Source: an optimization exercise on an open RTL-to-GDS flow (aim: small area, a short achievable clock period and few clock cycles). Production flows keep margins and buffers that such runs may drop. RTL that was checked went through simulation tests only; none was proved equivalent to the original. Power is estimated from default activity; no workload was simulated.

Setup of P:
// div
module div (
    input wire clk,
    input wire rst_n,
    input wire [32-1:0] dividend_i,
    input wire [32-1:0] divisor_i,
    input wire                       start_i,
    input wire                       ctrl_ready_i,
    input wire [                3:0] op_i,
    output wire [32-1:0] result_o,
    output reg                        busy_o,
    output reg                        valid_o
);
export LEC_CHECK = 0
export ABC_AREA = 1
export CAP_MARGIN = 20
export CORE_MARGIN = 2
export CORE_UTILIZATION = 50
export PLACE_DENSITY = 0.65
export SETUP_SLACK_MARGIN = 5
export SLEW_MARGIN = 20
create_clock -name core_clock -period 8.0 [get_ports {clk}]
standard.sh (not shown) runs the stock make flow with config.mk's settings and CLKGATE_MAP_FILE= SYNTH_SCRIPT=/design/flow/synth_recipe.tcl, a recipe that flattens the netlist after the stock synthesis.
==> flow/flow/run.sh <==
#!/bin/bash
# The standard layout (the standard.sh, standard synthesis included),
# with the port buffers that ORFS inserts before global placement made
# from sky130_fd_sc_hd__buf_1 instead of the library's pick.
set -euo pipefail
export BUFFER_PORTS_ARGS="-buffer_cell sky130_fd_sc_hd__buf_1"
bash standard.sh > standard.log 2>&1
Looking at the reports, P completed the entire flow and the layout it produced met the timing, DRC and antenna checks.
Testbench counts of P, summed over its fixed seeds: cycles 63,187.
#### Input delta (Q over P)
# P
export LEC_CHECK = 0
export ABC_AREA = 1
export CAP_MARGIN = 20
export CORE_MARGIN = 2
export CORE_UTILIZATION = 50
export PLACE_DENSITY = 0.65
export SETUP_SLACK_MARGIN = 5
export SLEW_MARGIN = 20
create_clock -name core_clock -period 8.0 [get_ports {clk}]
# Q
export LEC_CHECK = 0
export ABC_AREA = 1
export CAP_MARGIN = 20
export CORE_MARGIN = 2
export CORE_UTILIZATION = 50
export CTS_BUF_LIST = sky130_fd_sc_hd__clkbuf_4 sky130_fd_sc_hd__clkbuf_8
export PLACE_DENSITY = 0.65
export SETUP_SLACK_MARGIN = 4.75
export SLEW_MARGIN = 20
create_clock -name core_clock -period 8.0 [get_ports {clk}]
==> results.txt <==
- In Q, fraction of standard cell area that is sequential is higher than in P.
- Global routing met2 resource utilization: Q < P
- Number of filler instances in the final layout (Q over P): increase, 118
- P reports its uppermost signal routing layer after detailed routing as met4 while Q reports met5.
- Reported for Q and P, cts-stage hold buffer count turned out identical to the last digit.

========
job 105:
div, a different RTL version from the one above (not shown whole).
For scale: about 2000 cells after synthesis, roughly 120 flip-flops, about 110 I/O pins, roughly 12000 um^2 of cells after synthesis.
// div
module div (
    input wire clk,
    input wire rst_n,
    input wire [32-1:0] dividend_i,
    input wire [32-1:0] divisor_i,
    input wire                       start_i,
    input wire                       ctrl_ready_i,
    input wire [                3:0] op_i,
    output wire [32-1:0] result_o,
    output reg                        busy_o,
    output reg                        valid_o
);
Settings: LEC_CHECK=0, ABC_AREA=1, CAP_MARGIN=20, CORE_MARGIN=2, CORE_UTILIZATION=50, CTS_BUF_LIST=sky130_fd_sc_hd__clkbuf_8, PLACE_DENSITY=0.65, SETUP_SLACK_MARGIN=4.8, SLEW_MARGIN=20; clock period 8.0 ns.
Scripts as last shown in full above: flow/flow/run.sh
Job 105 | status: complete | timing, DRC, antenna: pass
[inputs] job 104 vs job 105
- a change of SETUP_SLACK_MARGIN from 4.8 to 4.75
==> results.txt <==
- In the metrics for job 104 and job 105, the one carrying the lower global-route usage is job 104.
- Re global-route wire length before repair: job 105 was higher than job 104.
- Delta (job 104 minus job 105): worst setup slack has increased, routed wire length has decreased, pin slew with the least headroom to its limit has increased, first-iteration detailed-routing DRC count has decreased, part of the power in registers has increased.
- Met3 usage in global routing, job 104 and job 105: lower on job 104
No run of this note included a check of the RTL's function; only the layout flow was run.

========
The RTL this note starts from:
==> flow/design.v <==
module div (
    input wire clk,
    input wire rst_n,
    input wire [32-1:0] dividend_i,
    input wire [32-1:0] divisor_i,
    input wire                       start_i,
    input wire                       ctrl_ready_i,
    input wire [                3:0] op_i,
    output wire [32-1:0] result_o,
    output reg                        busy_o,
    output reg                        valid_o
);
    localparam [1:0] S_IDLE = 2'd0, S_PREP = 2'd1, S_ITER = 2'd2, S_FIN = 2'd3;
    reg  [1:0] state;
    reg [31:0] r;       
    reg [31:0] x;       
    reg [31:0] q;       
    reg  [4:0] cnt;
    reg  [4:0] pa, pb;  
    reg        sa, sb;  
    reg        is_rem;   
    function automatic [4:0] msb32(input [31:0] v);
        reg [7:0] nz;
        reg [1:0] p [0:7];
        reg [2:0] g;
        integer i;
        begin
            for (i = 0; i < 8; i = i + 1) begin
                nz[i]   = |v[4*i+:4];
                p[i][1] = v[4*i+3] | v[4*i+2];
                p[i][0] = v[4*i+3] | (~v[4*i+2] & v[4*i+1]);
            end
            g[2] = |nz[7:4];
            g[1] = g[2] ? (nz[7] | nz[6]) : (nz[3] | nz[2]);
            g[0] = g[2] ? (nz[7] | (~nz[6] & nz[5])) : (nz[3] | (~nz[2] & nz[1]));
            msb32 = {g, p[g]};
        end
    endfunction
    wire        sgn_i = op_i[0] | op_i[2];
    wire        sa_i  = sgn_i & dividend_i[31];
    wire        sb_i  = sgn_i & divisor_i[31];
    wire [31:0] a_m   = dividend_i ^ {32{sa_i}};    
    wire [31:0] b_m   = divisor_i ^ {32{sb_i}};     
    wire        cin = ~sb | (sa & (state == S_PREP));
    wire [32:0] sum;
    wire        cout = sum[32];
    add32 u_add (.a(r), .b(x), .ci(cin), .s(sum));
    wire        prep = (state == S_PREP);
    wire [31:0] inc_in = prep ? r : (is_rem ? (r ^ {32{sa}}) : ~q);
    wire        inc_c  = (prep | is_rem) ? sa : 1'b1;
    wire [31:0] inc_out;
    inc32 u_inc (.a(inc_in), .ci(inc_c), .s(inc_out));
    wire [5:0] kk = {1'b0, pa} + {5'd0, sa} - {1'b0, pb};
    wire [4:0] k  = kk[4:0];
    reg  [31:0] x_init;
    always @(*) begin
        x_init = x;
        if (k[0]) x_init = {x_init[30:0], {1{~sb}}};
        if (k[1]) x_init = {x_init[29:0], {2{~sb}}};
        if (k[2]) x_init = {x_init[27:0], {4{~sb}}};
        if (k[3]) x_init = {x_init[23:0], {8{~sb}}};
        if (k[4]) x_init = {x_init[15:0], {16{~sb}}};
    end
    wire bz = ~sb & (&x);                           
    wire lt = ~cout;
    wire early = bz | ((sa & ~sb) ? kk[5] : lt);
    assign result_o = q;
    always @(posedge clk) begin
        if (!rst_n) begin
            state   <= S_IDLE;
            busy_o  <= 1'b0;
            valid_o <= 1'b0;
        end else begin
            case (state)
                S_IDLE: begin
                    if (ctrl_ready_i) begin
                        valid_o <= 1'b0;
                        if (start_i) begin
                            state  <= S_PREP;
                            busy_o <= 1'b1;
                        end
                    end
                end
                S_PREP: begin
                    if (early) begin
                        if (sa & is_rem) begin
                            state <= S_FIN;
                        end else begin
                            state   <= S_IDLE;
                            busy_o  <= 1'b0;
                            valid_o <= 1'b1;
                        end
                    end else begin
                        state <= S_ITER;
                    end
                end
                S_ITER: begin
                    if (cnt == 5'd0) begin
                        if (is_rem | (sa ^ sb)) begin
                            state <= S_FIN;
                        end else begin
                            state   <= S_IDLE;
                            busy_o  <= 1'b0;
                            valid_o <= 1'b1;
                        end
                    end
                end
                default: begin   
                    state   <= S_IDLE;
                    busy_o  <= 1'b0;
                    valid_o <= 1'b1;
                end
            endcase
        end
    end
    always @(posedge clk) begin
        pa <= msb32(a_m);
        pb <= msb32(b_m | {31'd0, sb_i});
        case (state)
            S_IDLE:  x <= ~b_m;
            S_PREP:  x <= x_init;
            default: x <= {1'b1, x[31:1]};
        endcase
        cnt <= (state == S_PREP) ? k : cnt - 5'd1;
        case (state)
            S_IDLE: begin
                r      <= a_m;
                sa     <= sa_i;
                sb     <= sb_i;
                is_rem <= op_i[2] | op_i[3];
            end
            S_PREP: begin
                r <= inc_out;
                q <= is_rem ? inc_out : {32{bz}};
            end
            S_ITER: begin
                if (cout) r <= sum[31:0];
                q <= {q[30:0], cout};
            end
            default: begin   
                q <= inc_out;
            end
        endcase
    end
endmodule
module add32 (
    input  wire [31:0] a,
    input  wire [31:0] b,
    input  wire        ci,
    output wire [32:0] s
);
    reg [31:0] g [0:5];
    reg [31:0] p [0:5];
    integer l, i;
    always @(*) begin
        g[0] = a & b;
        p[0] = a ^ b;
        g[0][0] = g[0][0] | (p[0][0] & ci);
        for (l = 0; l < 5; l = l + 1) begin
            g[l+1] = g[l];
            p[l+1] = p[l];
            for (i = 0; i < 32; i = i + 1)
                if ((i >> l) & 1) begin
                    g[l+1][i] = g[l][i] | (p[l][i] & g[l][((i >> l) << l) - 1]);
                    p[l+1][i] = p[l][i] & p[l][((i >> l) << l) - 1];
                end
        end
    end
    assign s = {g[5][31], (a ^ b) ^ {g[5][30:0], ci}};
endmodule
module inc32 (
    input  wire [31:0] a,
    input  wire        ci,
    output wire [31:0] s
);
    reg [31:0] t [0:5];
    integer l, i;
    always @(*) begin
        t[0] = a;
        t[0][0] = a[0] & ci;
        for (l = 0; l < 5; l = l + 1) begin
            t[l+1] = t[l];
            for (i = 0; i < 32; i = i + 1)
                if ((i >> l) & 1) t[l+1][i] = t[l][i] & t[l][((i >> l) << l) - 1];
        end
    end
    assign s = a ^ {t[5][30:0], ci};
endmodule
clock: 8.0 ns
lec_check: 0
cap_margin: 20
core_margin: 2
core_utilization: 50
place_density: 0.65
setup_slack_margin: 4.75
slew_margin: 20
Scripts as last shown in full above: flow/flow/run.sh
Testbench counts at the start, summed over its fixed seeds: cycles 63,187.
Edit:
Settings changed: ABC_AREA set to 1.
The changed run finished with timing, DRC and antenna clean.
Register-to-register slack is better by 0.26 ns.
Clock skew hardly moves.
Utilization fell by 4.6 points.
Sequential share of layout area rose by 0.67 points.
Non-clock buffer count fell by 36.
Final cell count rose by about 30%.
Wire length fell by 2.0%.
Cell area fell by 3.2%.
Global-route usage fell by 1.3 points.
Synthesized area rose by 4.8%.
Fmax rose by about 8%.

==> separate check: timing with driven ports <==
No port has a modelled driver above. Below, the same layouts with a new extraction and two added sets of constraints.
Step 1 (the two cells are an assumption about what drives the block):
set clk [get_ports {clk}]
set_driving_cell -lib_cell sky130_fd_sc_hd__clkbuf_16 $clk
set_driving_cell -lib_cell sky130_fd_sc_hd__buf_2 [delete_from_list [all_inputs] $clk]
Step 2 moves the port delays by t, midway between the first and last clock arrival at a register: inputs arrive t later, outputs are due t later. That takes back most of the time a late clock gives input paths.
a / b / c = ideal ports / drivers / drivers and shift; a / b = the first two.
run	t (ns)	setup slack, ns	worst hold slack (ns)	worst setup path after step 2
P	0.483	4.946 / 4.951 / 4.468	0.459 / 0.459 / 0.459	input to register
Q	0.510	4.827 / 4.827 / 4.412	0.477 / 0.477 / 0.477	input to register
job 105	0.504	4.822 / 4.849 / 4.346	0.448 / 0.448 / 0.448	input to register
job 104	0.518	4.844 / 4.874 / 4.356	0.440 / 0.440 / 0.440	input to register
the first run of note 3	0.481	4.595 / 4.595 / 4.325	0.482 / 0.482 / 0.482	input to register
the second run of note 3	0.480	4.834 / 4.856 / 4.380	0.447 / 0.447 / 0.447	input to register
After both steps setup and hold are still met in every run listed. The setup slack of job 104, which loses most, moves by +0.030 ns with the drivers and by -0.488 ns with both steps.
